This is an optimization exercise on Yosys and OpenROAD, whose aim is small area, not a production implementation.
In this exercise RTL edits were held to simulation tests only and were not proved equivalent to the original.
No activity file was given, so power comes from the tool's default toggle rates. The flow treats the clock pin as an ideal source, which a real chip does not have.

--- flow/flow/run.sh ---
#!/bin/bash
# The standard layout, with a clock tree of larger sink clusters driven by
# clkbuf_16 and without dummy loads.
set -euo pipefail
bash standard.sh \
  "CTS_ARGS=-sink_clustering_enable -repair_clock_nets -dont_use_dummy_load -buf_list sky130_fd_sc_hd__clkbuf_16 -sink_clustering_size 30 -sink_clustering_max_diameter 80" \
  finish > flow.log 2>&1
--- flow/standard.sh ---
#!/bin/bash
# synth_recipe.tcl (not shown) runs the flow's synth.tcl, then flattens the netlist and writes it again
# the make line also repeats each setting of config.mk as NAME=value (left out here)
make -C /OpenROAD-flow-scripts/flow DESIGN_CONFIG=/design/flow/config.mk WORK_HOME=/design/flow/orfs CLKGATE_MAP_FILE= SYNTH_SCRIPT=/design/flow/synth_recipe.tcl "${@:-finish}"
--- flow/config.mk ---
export PLATFORM = sky130hd
export DESIGN_NAME = DataAggregator
export DESIGN_NICKNAME = DataAggregator
export VERILOG_FILES = /design/flow/design.v
export SDC_FILE = /design/flow/constraint.sdc
export NUM_CORES = 4
export LEC_CHECK = 0
export CAP_MARGIN = 20
export CORE_MARGIN = 2
export CORE_UTILIZATION = 60
export PLACE_DENSITY = 0.7
export SLEW_MARGIN = 20
export SYNTH_HIERARCHICAL = 1
--- flow/constraint.sdc ---
create_clock -name core_clock -period 10.0 [get_ports {clk}]
set_input_delay 2.0000 -clock core_clock [delete_from_list [all_inputs] [get_ports {clk}]]
set_output_delay 2.0000 -clock core_clock [all_outputs]
set_load 0.01 [all_outputs]
--- flow/design.v ---
module DataAggregator(
           clk, reset, bit1, bit2, bit3, bit4, read_index_yaxis, read_index_xaxis,
           out_data_yaxis, out_data_xaxis, finished
       );
input clk, reset;
input bit1, bit2, bit3, bit4;
input [6:0] read_index_yaxis, read_index_xaxis;
output [15:0] out_data_yaxis;
output [15:0] out_data_xaxis;
output finished;
wire [3:0] bits = {bit4, bit3, bit2, bit1};
reg [3:0] phase;
reg [4*17-1:0] sr;         
reg [4*5-1:0] cnt;         
reg [3:0] pv;              
reg [4*16-1:0] pdata;      
reg [3:0] pg;              
reg [4*5-1:0] pe;          
reg [8*5-1:0] idx;         
reg [7:0] flag;            
reg [7:0] wrapped;         
reg [16*256-1:0] ring;
reg [3:0] store, ins;
reg [15:0] hit, hitn;
wire [255:0] ring_in;
reg [3:0] ch;
reg [4:0] cur [0:3];
integer l, r, g;
always @(*) begin
    for (l = 0; l < 4; l = l + 1) begin
        store[l] = (cnt[5*l +: 5] == 5'd18);
        ins[l] = pv[l] && ((pe[5*l +: 4] ^ phase) == 4'hf);
        ch[l] = sr[17*l+16];
        cur[l] = ch[l] ? idx[5*(2*l+1) +: 5] : idx[5*(2*l) +: 5];
        for (r = 0; r < 4; r = r + 1) begin
            hit[4*l+r] = ins[l] && pg[l] == r/2 && pe[5*l+4] == r%2;
            hitn[4*l+r] = !hit[4*l+r];
        end
    end
end
always @(posedge clk) begin
    if (reset) phase <= 4'd0;
    else phase <= phase + 4'd1;
    for (l = 0; l < 4; l = l + 1) begin
        sr[17*l +: 17] <= {sr[17*l +: 16], bits[l]};
        if (store[l]) begin
            pdata[16*l +: 16] <= sr[17*l +: 16];
            pg[l] <= ch[l];
            pe[5*l +: 5] <= cur[l];
        end
        if (reset) begin
            cnt[5*l +: 5] <= 5'd0;
            pv[l] <= 1'b0;
        end else begin
            if (cnt[5*l +: 5] == 5'd0) cnt[5*l +: 5] <= {4'd0, bits[l]};
            else if (store[l]) cnt[5*l +: 5] <= 5'd0;
            else cnt[5*l +: 5] <= cnt[5*l +: 5] + 5'd1;
            if (store[l]) pv[l] <= 1'b1;
            else if (ins[l]) pv[l] <= 1'b0;
        end
        for (r = 0; r < 4; r = r + 1)
            ring[256*(4*l+r) +: 256] <= {ring[256*(4*l+r) +: 240], ring_in[16*(4*l+r) +: 16]};
    end
    for (g = 0; g < 8; g = g + 1) begin
        if (reset) begin
            idx[5*g +: 5] <= 5'd31;
            flag[g] <= 1'b0;
            wrapped[g] <= 1'b0;
        end else if (store[g/2] && ch[g/2] == g%2) begin
            idx[5*g +: 5] <= idx[5*g +: 5] - 5'd1;
            flag[g] <= (idx[5*g +: 5] == 5'd0);
            if (idx[5*g +: 5] == 5'd0) wrapped[g] <= 1'b1;
        end
    end
end
genvar b, k, q;
generate
for (q = 0; q < 16; q = q + 1) begin : insq
    for (b = 0; b < 16; b = b + 1) begin : insb
        DataAggregator_ins u(.a(ring[256*q+240+b]), .b(pdata[16*(q/4)+b]), .sel(hit[q]), .seln(hitn[q]),
                             .y(ring_in[16*q+b]));
    end
end
endgenerate
wire [127:0] sel_y, sel_x;
wire ma_y, mb_y, ma_x, mb_x;
DataAggregator_dec dec_y(.ridx(read_index_yaxis), .ph(phase), .pv(pv[1:0]), .pg(pg[1:0]), .pe(pe[9:0]), .gidx(idx[19:0]), .gw(wrapped[3:0]), .sel(sel_y), .ma(ma_y), .mb(mb_y));
DataAggregator_dec dec_x(.ridx(read_index_xaxis), .ph(phase), .pv(pv[3:2]), .pg(pg[3:2]), .pe(pe[19:10]), .gidx(idx[39:20]), .gw(wrapped[7:4]), .sel(sel_x), .ma(ma_x), .mb(mb_x));
generate
for (b = 0; b < 16; b = b + 1) begin : bitsl
    wire [127:0] dy, dx;
    for (k = 0; k < 128; k = k + 1) begin : w
        assign dy[k] = ring[256*(k/16) + 16*(k%16) + b];
        assign dx[k] = ring[2048 + 256*(k/16) + 16*(k%16) + b];
    end
    DataAggregator_or130 or_y(.d({pdata[16+b], pdata[b], dy}), .s({mb_y, ma_y, sel_y}), .o(out_data_yaxis[b]));
    DataAggregator_or130 or_x(.d({pdata[48+b], pdata[32+b], dx}), .s({mb_x, ma_x, sel_x}), .o(out_data_xaxis[b]));
end
endgenerate
assign finished = &flag;
endmodule
module DataAggregator_dec(ridx, ph, pv, pg, pe, gidx, gw, sel, ma, mb);
input [6:0] ridx;
input [3:0] ph;
input [1:0] pv;
input [1:0] pg;
input [9:0] pe;
input [19:0] gidx;
input [3:0] gw;
output [127:0] sel;
output reg ma, mb;
reg [3:0] st;
reg [4:0] gi;
reg valid;
reg [7:0] rsn;
reg [15:0] ssn;
integer k;
always @(*) begin
    st = ridx[3:0] + ph;
    gi = gidx[5*ridx[6:5] +: 5];
    valid = gw[ridx[6:5]] || (ridx[4:0] > gi);
    ma = pv[0] && !ridx[6] && ridx[5] == pg[0] && ridx[4:0] == pe[4:0];
    mb = pv[1] && ridx[6] && ridx[5] == pg[1] && ridx[4:0] == pe[9:5];
    for (k = 0; k < 8; k = k + 1)
        rsn[k] = !(valid && !ma && !mb && ridx[6:4] == k);
    for (k = 0; k < 16; k = k + 1)
        ssn[k] = !(st == k);
end
DataAggregator_grid grid(.rsn(rsn), .ssn(ssn), .sel(sel));
endmodule
module DataAggregator_or130(d, s, o);
input [129:0] d, s;
output o;
wire [43:0] t;
genvar k;
generate
for (k = 0; k < 43; k = k + 1) begin : g
    DataAggregator_aoi222 u(.a(d[3*k]), .b(s[3*k]), .c(d[3*k+1]), .d(s[3*k+1]),
                            .e(d[3*k+2]), .f(s[3*k+2]), .y(t[k]));
end
endgenerate
assign t[43] = ~(d[129] & s[129]);
assign o = ~&t;
endmodule
module DataAggregator_aoi222(a, b, c, d, e, f, y);
input a, b, c, d, e, f;
output y;
assign y = ~((a & b) | (c & d) | (e & f));
endmodule
module DataAggregator_grid(rsn, ssn, sel);
input [7:0] rsn;
input [15:0] ssn;
output [127:0] sel;
genvar k, s;
generate
for (k = 0; k < 8; k = k + 1) begin : r
    for (s = 0; s < 16; s = s + 1) begin : c
        assign sel[16*k+s] = ~(rsn[k] | ssn[s]);
    end
end
endgenerate
endmodule
module DataAggregator_ins(a, b, sel, seln, y);
input a, b, sel, seln;
output y;
assign y = (b & sel) | (a & seln);
endmodule
==> summary.md, run 1 <==
| Metric | Value |
|---|---|
| Post-DP HPWL | 251 mm |
| Final worst slack | 43.9 ps |
| Initial Utilization | 60.3% |
| Syn Std Cell Area | 113000 sq um |
| Worst hold slack | 288 ps |
| # rows | 159 |
| Combinational Power Share | 0.8% |
| Worst path max stage delay | 960 ps |
| Vias in the first global route | 70673 |
| CTS resizes | 1 |
| Drt first-iter violations | 14341 |
| Top FF cell, synth | dfxtp_1 |
| Cell Area, Placed | 119000 sq um |
| WP data arrival | 7960 ps |
| Max_cap viols | 0 |
| Most frequent cells after synthesis | dfxtp_1, a222oi_1, nand4_1, nor2_1, a22o_1 |
| Clock power share | 31.1% |
| H-tree Lvls | 4 |
| Clock tree buffer depth | 3 |
| Detailed Routing Iterations Pass 1 | 17 |
| TritonCTS clock tree | yes |
| Post-synth top area share | 75.4% |
| Hold Path Class | reg -> reg |
| Total power | 25500 uW |
| Die area | 191000 sq um |
| Setup Skew | 83.9 ps |
| CTS Root Cell | clkbuf_16 |
| WL final | 351 mm |
| First-pass GRT wire length | 496 mm |
| Io pins | 53 |
| Syn_nets | 7462 |
| Critical Path Source | read_index_xaxis[0] |
| Max FO, Critical Path | 10 |
| Sequential element share of the synthesized area | 77.7% |
| Via/cell ratio | 6.94 |
| CORE AREA | 187000 sq um |
| Final Hold Viols | 0 |
| Routed wire per std cell | 33.5 microns |
| CTS Hold Bufs | 0 |
| Clock sink count | 4336 |
| Largest net degree at the start of global routing | 49 |
| IO buf count | 52 |
| Tcrit/Tclk final | 99.6% |
| Worst Hold Launch | ring[4044] |
| Crit end category | primary output |
| Die Span Y | 438 microns |
| R2r setup slk | 6600 ps |
| Tmin final | 9960 ps |
| Worst-Skew Late Latency | 880 ps |
| Number of synthesized flops with an enable pin | 88 |
| Post-place setup slack | -221 ps |
| Vias | 72642 |
| Sw frac | 20.0% |
| Slew Viols, Final | 0 |
| Seq pwr share | 68.1% |
| Antenna Violating Nets Remaining | 0 |
| Synthesized instance count | 7399 |
| Reg-to-reg startpoint | phase[1] |
| Synth area leaders | dfxtp_1, a222oi_1, edfxtp_1 |
| Max Fclk | 100 MHz |
| Post-CTS setup buffers | 0 |
| Initial antenna violation count | 9 |
| Ys async rst share | 0% |
| Critical Path Start Type | input pin |
| Relative slew slack | 22.0% |
| Clock slew at reported path FFs | 100 ps |
| Int Pwr | 20400 uW |
| Outcome | timing/DRC/antenna clean |
| Worst-margin pin slew | 1160 ps |
| Unrepaired setup endpoints after global routing | false |
| Die Width | 438 microns |
| Required time of the critical path | 8000 ps |
| Post-route cell area | 123000 sq um |
| GR Overflow Total | 0 |
| Power per cell area | 207 nW/um^2 |
| CTS Buf Count | 166 |
| P_sw | 5110 uW |
| Slowest CP cell | nor4_2 |
| Final net count | 8022 |
| Final setup fails | 0 |
| Synth area leader | dfxtp_1 |
| Cell Chain, Critical Path | clkdlybuf4s50_1, ha_1, fa_1, xnor2_1, nand2_1, mux2i_1, nand2_1, nor2_1, a222oi_1, nand4_1, nor4_2, nand3_1, clkdlybuf4s50_1 |
| Synthesis Warnings | 9 |
| Drc violations | 0 |
| Share of cells above drive strength 1 | 9.26% |
| Most common cell in the netlist | dfxtp_1 |
| Average size of a mapped cell | 15.2 sq um |
| Setup TNS | 0 ps |
| Cell leakage power | 0.0453 uW |
| Yosys reg bits | 4336 |
| Area delta synth->final | 9.40% |
| RePlAce Congestion | 0.971 |
| Synth unique cells | 61 |
| Total global-route track usage | 35.6% |
| Peak supply drop | 0.189 mV |
| Setup CP Type | in -> out |
==> worst paths after layout <==
check | to | depth (start not counted)
hold / removal | ring[4060] | 0
hold reg to reg | ring[4060] | 0
setup / recovery | out_data_xaxis[14] | 13
setup reg to reg | ring[1037] | 4
==> stage by stage <==
stage          cells  utilization, %
2_1_floorplan   7399               -
3_3_place_gp   10281            63.6
3_5_place_dp   10284            63.6
4_1_cts        10450            65.9
5_1_grt        10453            65.9
6_report       10465            65.9
==> per-module statistics from Yosys, one instance, submodules excluded <==
module                 cells inside  times used  flops+latches
DataAggregator                 4777           1           4336
DataAggregator_aoi222             1        1376              0
DataAggregator_dec               95           2              0
DataAggregator_grid             160           2              0
DataAggregator_ins                1         256              0
DataAggregator_or130             15          32              0
==> cell type report <==
class | count | area (sq um)
clock buffer | 166 | 4150
antenna | 13 | 32.5
tap | 2495 | 3120
multi-input combinational | 2901 | 24400
sequential | 4336 | 87700
timing repair buffer | 493 | 3830
inverter | 61 | 229
fill | 13462 | 63800
==> cells in the final DEF (no fill, tap or decap), types with 14 or more instances in the layout <==
cell type	count
nand4_1	328
nor4_1	67
a222oi_1	1376
edfxtp_1	88
a2111oi_2	32
buf_4	441
o211ai_1	14
or3_1	14
nor2_1	275
a22o_1	256
dfxtp_1	4248
nor2_2	24
nand2_1	50
nand3_1	104
clkdlybuf4s50_1	51
xor2_1	29
clkbuf_16	166
o21ai_0	47
nor2b_1	14
a21oi_1	20
ha_1	41
xnor2_1	33
inv_1	60
==> power groups by stage <==
stage	Combinational, uW	Sequential [uW]	Clock (uW)
2_1_floorplan	109	17700	0
3_3_place_gp	201	17800	0
3_5_place_dp	205	17800	0
4_1_cts	206	17400	7950
5_1_grt	218	17400	8540
6_report	216	17400	7920
==> critical path, delay by kind of cell <==
kind | cells | cell delay (ps)
mux | 1 | 180
buf+inv | 2 | 1150
compound gates | 1 | 580
simple gates | 6 | 3090
fa+ha+maj | 2 | 740
xor+xnor | 1 | 160
==> per-layer routing <==
layer	GRT usage [%]	vias up	share of wire [%]
met3	5.16	1063	7.9
met1	43.5	36282	37
met2	56.0	4175	46
met4	29.7	6	9.7
li1	-	31116	-
met5	0	-	0.013
==> logic make-up after synthesis <==
logic type	count (synthesis)	share of synthesized area, %
mux	35	0.435
flops	4336	77.7
compound gates	1788	15.4
simple gates	973	4.67
buf+inv	162	0.806
fa+ha+maj	43	0.490
xor+xnor	62	0.481
==> state kept, by name, indices dropped and copies added (netlist names) <==
register  cells
pe           20
pdata        64
pg            4
ring       4096
flag          8
wrapped       8
pv            4
sr           68
cnt          20
phase         4
idx          40
==> inputs of run 2 (changes only) <==
--- a/flow/config.mk
+++ b/flow/config.mk
@@ -8,6 +8,7 @@
 export CAP_MARGIN = 20
 export CORE_MARGIN = 2
-export CORE_UTILIZATION = 60
-export PLACE_DENSITY = 0.7
+export CORE_UTILIZATION = 85
+export PLACE_DENSITY = 0.92
+export SETUP_SLACK_MARGIN = 0.2
 export SLEW_MARGIN = 20
 export SYNTH_HIERARCHICAL = 1
==> run 2 against run 1 <==
The run now fails in global routing (5_1_grt). Synthesized area unchanged. Synthesized cell count did not move.
==> summary.md, run 2 <==
| Metric | Value |
|---|---|
| Die Width | 368 microns |
| Io pins | 53 |
| Synthesized instance count | 7399 |
| RePlAce Congestion | 1.07 |
| Clock tree buffer depth | 3 |
| Top FF cell, synth | dfxtp_1 |
| Syn Std Cell Area | 113000 sq um |
| Post-CTS setup buffers | 0 |
| Post-synth top area share | 75.4% |
| Largest net degree at the start of global routing | 49 |
| CTS Hold Bufs | 0 |
| Synth unique cells | 61 |
| Average size of a mapped cell | 15.2 sq um |
| Outcome | aborted with a tool error |
| Yosys reg bits | 4336 |
| CTS Root Cell | clkbuf_16 |
| Stop err | [ERROR GRT-0232] Routing congestion too high. Check the congestion heatmap in the GUI. |
| Total global-route track usage | 72.3% |
| Syn_nets | 7462 |
| Most common cell in the netlist | dfxtp_1 |
| Number of synthesized flops with an enable pin | 88 |
| Sequential element share of the synthesized area | 77.7% |
| Die Span Y | 368 microns |
| Post-DP HPWL | 257 mm |
| # rows | 133 |
| Synth area leaders | dfxtp_1, a222oi_1, edfxtp_1 |
| GR Overflow Total | 6 |
| IO buf count | 52 |
| Synthesis Warnings | 9 |
| Placed cells | 9460 |
| H-tree Lvls | 4 |
| Clock sink count | 4336 |
| CTS Buf Count | 162 |
| Synth area leader | dfxtp_1 |
| Failed at | global routing (5_1_grt) |
| Initial Utilization | 85.7% |
| Ys async rst share | 0% |
| Most frequent cells after synthesis | dfxtp_1, a222oi_1, nand4_1, nor2_1, a22o_1 |
## run 2: cell counts after synthesis
No cell type changed its count.
## run 2: modules after synthesis, one instance, submodules excluded
module                 cells inside  flip-flops and latches  area (sq um)
DataAggregator                 4777                    4336         90500
DataAggregator_dec               95                       0           803
DataAggregator_grid             160                       0           738
DataAggregator_or130             15                       0           100
DataAggregator_aoi222             1                       0          10.0
DataAggregator_ins                1                       0          8.76
## run 2: worst max path at each step
stage                             start                  to  slack, ps  cells past startpoint
floorplan           read_index_xaxis[5]   out_data_xaxis[0]       2900                     15
global placement    read_index_xaxis[5]   out_data_xaxis[1]        250                     17
detailed placement  read_index_xaxis[5]  out_data_xaxis[15]        100                     17
CTS                 read_index_xaxis[5]  out_data_xaxis[14]        230                     17
## run 2: power by group through the flow
| stage | sequential, uW | clock (uW) | combinational (uW) |
|---|---|---|---|
| after CTS | 17400 | 7820 | 199 |
| after detailed placement | 17700 | 0 | 193 |
| after global placement | 17700 | 0 | 185 |
| after floorplan | 17700 | 0 | 109 |
## run 2: routing by layer
metal | global-route usage (%) | overflow
met2 | 91.9 | 1
met4 | 71.7 | 5
met5 | 23.9 | 0
met1 | 73.3 | 0
met3 | 51.7 | 0
## run 2: cells by family after synthesis
logic type	Yosys count	share of synthesized area (%)
buffers and inverters	162	0.806
AND/OR/NAND/NOR	973	4.67
adder cells (fa/ha/maj)	43	0.490
AO/OA/AOI/OAI	1788	15.4
multiplexers	35	0.435
flip-flops	4336	77.7
XOR/XNOR	62	0.481
## run 2: repair_timing
item                                   4_1_cts
pin swaps                                    3
resized for setup                            4
endpoints found under the hold margin        0
setup endpoints to repair                    2
## run 2: metrics by stage
stage	setup WS [ps]	hold slack (ps)	utilization (%)	area, sq um
2_1_floorplan	2900	327	-	113000
3_3_place_gp	250	328	89.3	118000
3_5_place_dp	97.7	333	89.3	118000
4_1_cts	229	324	92.4	122000
==> inputs of run 3 (changes only) <==
--- a/flow/config.mk
+++ b/flow/config.mk
@@ -8,6 +8,6 @@
 export CAP_MARGIN = 20
 export CORE_MARGIN = 2
-export CORE_UTILIZATION = 85
-export PLACE_DENSITY = 0.92
+export CORE_UTILIZATION = 75
+export PLACE_DENSITY = 0.85
 export SETUP_SLACK_MARGIN = 0.2
 export SLEW_MARGIN = 20
==> run 3 against run 2 <==
Now clean on timing, DRC and antenna. Synthesized area is the same. Synthesized cell count stayed put.
==> summary.md, run 3 <==
| Metric | Value |
|---|---|
| Outcome | timing/DRC/antenna clean |
| Die Width | 392 microns |
| Final setup fails | 0 |
| Area of the multi-input gates | 24500 sq um |
| IO buf count | 52 |
| Synthesized instance count | 7399 |
| Initial Utilization | 75.4% |
| Critical Path Source | read_index_yaxis[6] |
| Most flop-heavy register | ring |
| Clock sink count | 4336 |
| RePlAce Congestion | 1.04 |
| Critical Path Start Type | input pin |
| Post-synth top area share | 75.4% |
| # rows | 142 |
| Ys async rst share | 0% |
| Clock slew at reported path FFs | 110 ps |
| Register area | 87700 sq um |
| Filler cells | 7991 |
| Die area | 154000 sq um |
| Routed wire per std cell | 35.4 microns |
| Syn Std Cell Area | 113000 sq um |
| Setup Skew | 60.0 ps |
| Antenna Violating Nets Remaining | 0 |
| Top layer in use | met5 |
| Worst Hold Launch | ring[2944] |
| Drt first-iter violations | 15590 |
| Finished Core Util | 81.9% |
| Total global-route track usage | 45.1% |
| Tcrit/Tclk final | 97.9% |
| Slew Viols, Final | 0 |
| WL final | 352 mm |
| Detailed Routing Iterations Pass 1 | 17 |
| Worst-margin pin slew | 1310 ps |
| Average size of a mapped cell | 15.2 sq um |
| Clock tree buffer depth | 3 |
| WP data arrival | 7790 ps |
| Setup CP Type | in -> out |
| Io pins | 53 |
| Final worst slack | 211 ps |
| Tmin final | 9790 ps |
| Vias | 74898 |
| Sequential element share of the synthesized area | 77.7% |
| CORE AREA | 150000 sq um |
| H-tree Lvls | 4 |
| Post-DP HPWL | 242 mm |
| Post-place setup slack | 208 ps |
| Synth unique cells | 61 |
| Regs by FF count | ring (4096), sr (68), pdata (64) |
| Final Hold Viols | 0 |
| Setup TNS | 0 ps |
| Most common cell in the netlist | dfxtp_1 |
| Max FFs per register | 4096 |
| Hold Path Class | reg -> reg |
| Commonest non-fill, non-tap cell in the layout | dfxtp_1 |
| Yosys reg bits | 4336 |
| Synth area leader | dfxtp_1 |
| Synthesis Warnings | 9 |
| Met2 WL | 155 mm |
| Share of cells above drive strength 1 | 8.94% |
| First-pass GRT wire length | 504 mm |
| Number of synthesized flops with an enable pin | 88 |
| Area delta synth->final | 8.58% |
| Syn_nets | 7462 |
| Initial antenna violation count | 13 |
| Max_cap viols | 0 |
| Drc violations | 0 |
| Synth area leaders | dfxtp_1, a222oi_1, edfxtp_1 |
| Final net count | 7969 |
| Vias in the first global route | 73984 |
| Cell leakage power | 0.0450 uW |
| Relative slew slack | 12.5% |
| TritonCTS clock tree | yes |
| Crit end category | primary output |
| Max Fclk | 102 MHz |
| CTS Root Cell | clkbuf_16 |
| Unrepaired setup endpoints after global routing | false |
| Metal3 WL | 38.1 mm |
| Peak supply drop | 0.191 mV |
| GR Overflow Total | 0 |
| Power per cell area | 208 nW/um^2 |
| Worst-Skew Late Latency | 850 ps |
| Commonest non-fill, non-tap cells in the layout | dfxtp_1, a222oi_1, buf_4, nand4_1, a22o_1 |
| Reg-to-reg startpoint | phase[1] |
| Top FF cell, synth | dfxtp_1 |
| Required time of the critical path | 8000 ps |
| CTS Buf Count | 164 |
| Die Span Y | 392 microns |
| Most frequent cells after synthesis | dfxtp_1, a222oi_1, nand4_1, nor2_1, a22o_1 |
| Met1 WL | 117 mm |
| Largest net degree at the start of global routing | 49 |
| Via/cell ratio | 7.54 |
| Max FO, Critical Path | 16 |
-- run 3: timing repair --
item	4_1_cts	5_1_grt
pin swaps	0	6
setup endpoints to repair	1	14
cloned	0	0
setup buffers	0	2
hold buffers	0	0
gates resized for setup	1	10
-- run 3: stage by stage --
stage	cell area [sq um]	std cells	total power (uW)	hold slack (ps)
6_report	122000	9933	25400	310
5_1_grt	122000	9920	26000	324
4_1_cts	122000	9915	25400	304
3_5_place_dp	118000	9751	18000	332
3_3_place_gp	118000	9749	17900	328
2_1_floorplan	113000	7399	17800	327
-- run 3: layout make-up --
type | instances | area share, %
Sequential cell | 4336 | 71.6
Antenna cell | 13 | 0.0266
Inverter | 61 | 0.187
Clock buffer | 164 | 3.35
Multi-Input combinational cell | 2901 | 20.0
Timing Repair Buffer | 442 | 2.82
Tap cell | 2016 | 2.06
-- run 3: metal layers --
metal  track usage, %  up-vias
met5                0        -
li1                 -    30962
met4             43.4        8
met3             9.10     1541
met2             68.5     5820
met1             53.5    36567
-- run 3: modules after synthesis (local to each module, per instance) --
module                 cells inside  area (sq um)  flops+latches
DataAggregator_ins                1          8.76              0
DataAggregator_dec               95           803              0
DataAggregator_aoi222             1          10.0              0
DataAggregator_grid             160           738              0
DataAggregator                 4777         90500           4336
DataAggregator_or130             15           100              0
-- run 3: logic make-up after synthesis --
| family | share of synthesized area (%) |
|---|---|
| AOI/OAI and AO/OA | 15.4 |
| xor gates and xnor gates | 0.481 |
| adders and majority gates | 0.490 |
| buffers and inverters | 0.806 |
| DFF | 77.7 |
| muxes | 0.435 |
| and+or+nand+nor | 4.67 |
-- run 3: power breakdown --
group / switching (uW) / internal [uW]
clock network: 4890 / 2970
logic: 164 / 58.6
registers: 22.4 / 17300
total: 5080 / 20400
-- run 3: critical path: stages --
cell and delay (ps):
clkdlybuf4s50_1 750, mux4_2 390, inv_1 80, ha_1 250
nand4_1 160, nor2_1 80, o32a_4 410, o211ai_1 180
buf_4 320, nor2_1 100, buf_4 260, a222oi_1 870
nand4_1 290, nor4_1 580, buf_4 230, nand3_1 240
clkdlybuf4s50_1 570
-- run 3: path summary, 6_finish.rpt --
check | cells after the start | endpoint | slack, ps
setup / recovery | 17 | out_data_yaxis[0] | 210
hold / removal | 0 | ring[2960] | 310
setup reg to reg | 4 | ring[1035] | 6670
hold reg to reg | 0 | ring[2960] | 310
==> inputs of run 4 (changes only) <==
--- a/flow/config.mk
+++ b/flow/config.mk
@@ -6,9 +6,9 @@
 export NUM_CORES = 4
 export LEC_CHECK = 0
-export CAP_MARGIN = 20
+export CAP_MARGIN = 5
 export CORE_MARGIN = 2
 export CORE_UTILIZATION = 75
 export PLACE_DENSITY = 0.85
 export SETUP_SLACK_MARGIN = 0.2
-export SLEW_MARGIN = 20
+export SLEW_MARGIN = 5
 export SYNTH_HIERARCHICAL = 1
==> run 4 against run 3 <==
Largest cell class unchanged. Register-to-register slack lost 240 ps. Clock-buffer cell count is the same. Utilization down 0.091 points. Routed wire length is 0.22% lower. Synthesized area unchanged. Largest power group unchanged.
==> summary.md, run 4 <==
| Metric | Value |
|---|---|
| Outcome | timing/DRC/antenna clean |
| Sequential element share of the synthesized area | 77.7% |
| Unrepaired setup endpoints after global routing | false |
| Drc violations | 0 |
| Initial antenna violation count | 20 |
| H-tree Lvls | 4 |
| Clock tree buffer depth | 3 |
| Required time of the critical path | 8000 ps |
| Drt first-iter violations | 15560 |
| Placed cells | 9749 |
| Setup TNS | 0 ps |
| Slew Viols, Final | 0 |
| Most flop-heavy register | ring |
| Filler cells | 7981 |
| TritonCTS clock tree | yes |
| WP data arrival | 7890 ps |
| Commonest non-fill, non-tap cell in the layout | dfxtp_1 |
| Post-synth top area share | 75.4% |
| Hold Path Class | reg -> reg |
| Post-place setup slack | 248 ps |
| Synthesized instance count | 7399 |
| Final net count | 7966 |
| WL final | 351 mm |
| Worst-margin pin slew | 1380 ps |
| Final Hold Viols | 0 |
| Ys async rst share | 0% |
| Max FFs per register | 4096 |
| Worst-Skew Late Latency | 860 ps |
| # rows | 142 |
| CORE AREA | 150000 sq um |
| Power per cell area | 208 nW/um^2 |
| Setup Skew | 59.7 ps |
| Regs by FF count | ring (4096), sr (68), pdata (64) |
| Max Fclk | 101 MHz |
| Average size of a mapped cell | 15.2 sq um |
| Die Span Y | 392 microns |
| Number of synthesized flops with an enable pin | 88 |
| Largest net degree at the start of global routing | 49 |
| RePlAce Congestion | 1.04 |
| Synth area leader | dfxtp_1 |
| Critical Path Start Type | input pin |
| Max_cap viols | 0 |
| Tcrit/Tclk final | 98.9% |
| Share of cells above drive strength 1 | 8.45% |
| Final Instance Count excl. Fillers | 9934 |
| Final setup fails | 0 |
| Max FO, Critical Path | 16 |
| Syn Std Cell Area | 113000 sq um |
| Post-DP HPWL | 241 mm |
| Antenna Violating Nets Remaining | 0 |
| Vias | 74842 |
| Tmin final | 9890 ps |
| Vias in the first global route | 73298 |
| IO buf count | 52 |
| Worst hold slack | 318 ps |
| Most common cell in the netlist | dfxtp_1 |
| CTS Buf Count | 164 |
| GR Overflow Total | 0 |
| Clock sink count | 4336 |
| CTS Root Cell | clkbuf_16 |
| Relative slew slack | 7.78% |
| Commonest non-fill, non-tap cells in the layout | dfxtp_1, a222oi_1, buf_4, nand4_1, nor2_1 |
| Synthesis Warnings | 9 |
| Initial Utilization | 75.4% |
| Final worst slack | 107 ps |
| Setup CP Type | in -> out |
| Cell leakage power | 0.0450 uW |
| Yosys reg bits | 4336 |
| Synth area leaders | dfxtp_1, a222oi_1, edfxtp_1 |
| Area delta synth->final | 8.46% |
| Die Width | 392 microns |
| Crit end category | primary output |
| Synth unique cells | 61 |
| Total global-route track usage | 45.1% |
| First-pass GRT wire length | 503 mm |
| Clock slew at reported path FFs | 110 ps |
| Io pins | 53 |
| Routed wire per std cell | 35.4 microns |
| Syn_nets | 7462 |
| Detailed Routing Iterations Pass 1 | 17 |
| Most frequent cells after synthesis | dfxtp_1, a222oi_1, nand4_1, nor2_1, a22o_1 |
| Peak supply drop | 0.208 mV |
| Via/cell ratio | 7.53 |
| Top FF cell, synth | dfxtp_1 |
| Die area | 154000 sq um |
[run 4: changes by cell type in the layout (fill, tap and decap cells not counted), sizes merged]
cell / before / now
buf: 391 / 386
clkinv: 0 / 1
inv: 61 / 60
diode: 13 / 17
dlymetal6s2s: 2 / 1
clkbuf: 164 / 166
clkdlybuf4s50: 49 / 50
[run 4: metal layers]
layer / track usage, % / vias to the layer above / share of wire, %
li1: - / 30962 / -
met1: 53.9 / 36635 / 33
met2: 68.0 / 5715 / 44
met3: 9.45 / 1508 / 11
met4: 42.8 / 22 / 12
met5: 0 / - / 0.043
[run 4: worst paths after layout]
| kind | slack, ps | cells past startpoint | start | endpoint |
|---|---|---|---|---|
| setup reg to reg | 6430 | 4 | phase[1] | ring[3584] |
| setup / recovery | 110 | 17 | read_index_yaxis[6] | out_data_yaxis[0] |
| hold / removal | 320 | 0 | ring[2655] | ring[2671] |
| hold reg to reg | 320 | 0 | ring[2655] | ring[2671] |
[run 4: cell families after synthesis]
family,synth area share (%)
compound gates,15.4
xor+xnor,0.481
fa+ha+maj,0.490
buf+inv,0.806
flops,77.7
mux,0.435
simple gates,4.67
[run 4: power breakdown]
group	total [uW]	switching, uW	leakage [uW]	internal, uW
Sequential	17400	22.5	0.0350	17300
Combinational	221	162	0.00792	58.5
Clock	7850	4890	0.00202	2970
[run 4: timing repair]
action                     CTS  global route
pin swaps                    0             2
hold buffers                 0             0
buffers inserted             0             1
setup endpoints to repair    1            11
resized for setup            1             7
[run 4: cell type report]
type | instances | area (sq um) | area share [%]
diodes | 17 | 42.5 | 0.0348
clock buffers | 164 | 4100 | 3.35
inverters | 61 | 229 | 0.187
multi-input cells | 2901 | 24300 | 19.9
flip-flops and latches | 4336 | 87700 | 71.7
well taps | 2016 | 2520 | 2.06
repair buffers | 439 | 3430 | 2.80
[run 4: Yosys stat by module (local to each module, per instance)]
| module | flip-flops and latches | cell area, sq um | cells inside | copies in the design |
|---|---|---|---|---|
| DataAggregator_aoi222 | 0 | 10.0 | 1 | 1376 |
| DataAggregator | 4336 | 90500 | 4777 | 1 |
| DataAggregator_ins | 0 | 8.76 | 1 | 256 |
| DataAggregator_or130 | 0 | 100 | 15 | 32 |
| DataAggregator_dec | 0 | 803 | 95 | 2 |
| DataAggregator_grid | 0 | 738 | 160 | 2 |
[run 4: critical path, cell delays in order]
cell	delay [ps]
clkdlybuf4s50_1	760
mux4_2	380
inv_1	80
ha_1	250
nand4_1	160
nor2_1	80
o32a_4	410
o211ai_1	170
buf_4	290
nor2_1	90
buf_4	260
a222oi_1	1110
nand4_1	320
nor4_2	480
buf_4	210
nand3_1	240
clkdlybuf4s50_1	580
[run 4: metrics by stage]
step	area (sq um)	total power, uW	utilization (%)
6_report	122000	25400	81.8
5_1_grt	122000	26000	81.8
4_1_cts	122000	25300	81.7
3_5_place_dp	118000	18000	79.0
3_3_place_gp	118000	17900	79.0
2_1_floorplan	113000	17800	-

## re-timing with driven ports
No port has a modelled driver above. Below, the same layouts with a new extraction and two added sets of constraints.
Step 1 (the two cells are an assumption about what drives the block):
set clk [get_ports {clk}]
set_driving_cell -lib_cell sky130_fd_sc_hd__clkbuf_16 $clk
set_driving_cell -lib_cell sky130_fd_sc_hd__buf_2 [delete_from_list [all_inputs] $clk]
Step 2, shift: input delay + t, output delay - t, t = (earliest + latest rising clock arrival at the registers) / 2. This alone moves slack from input paths to output paths.
Slacks: ideal / step 1 / step 2; pairs: ideal / step 1.
run | t, ns | setup WS [ns] | worst setup path after step 2
run 1 | 0.923 | 0.044 / 0.021 / 0.021 | input to output
run 3 | 0.910 | 0.211 / 0.187 / 0.187 | input to output
run 4 | 0.911 | 0.107 / 0.085 / 0.085 | input to output
After both steps setup and hold are still met in every run listed. For run 3, which loses most, drivers alone change the setup slack by -0.024 ns; drivers and shift together by -0.024 ns.
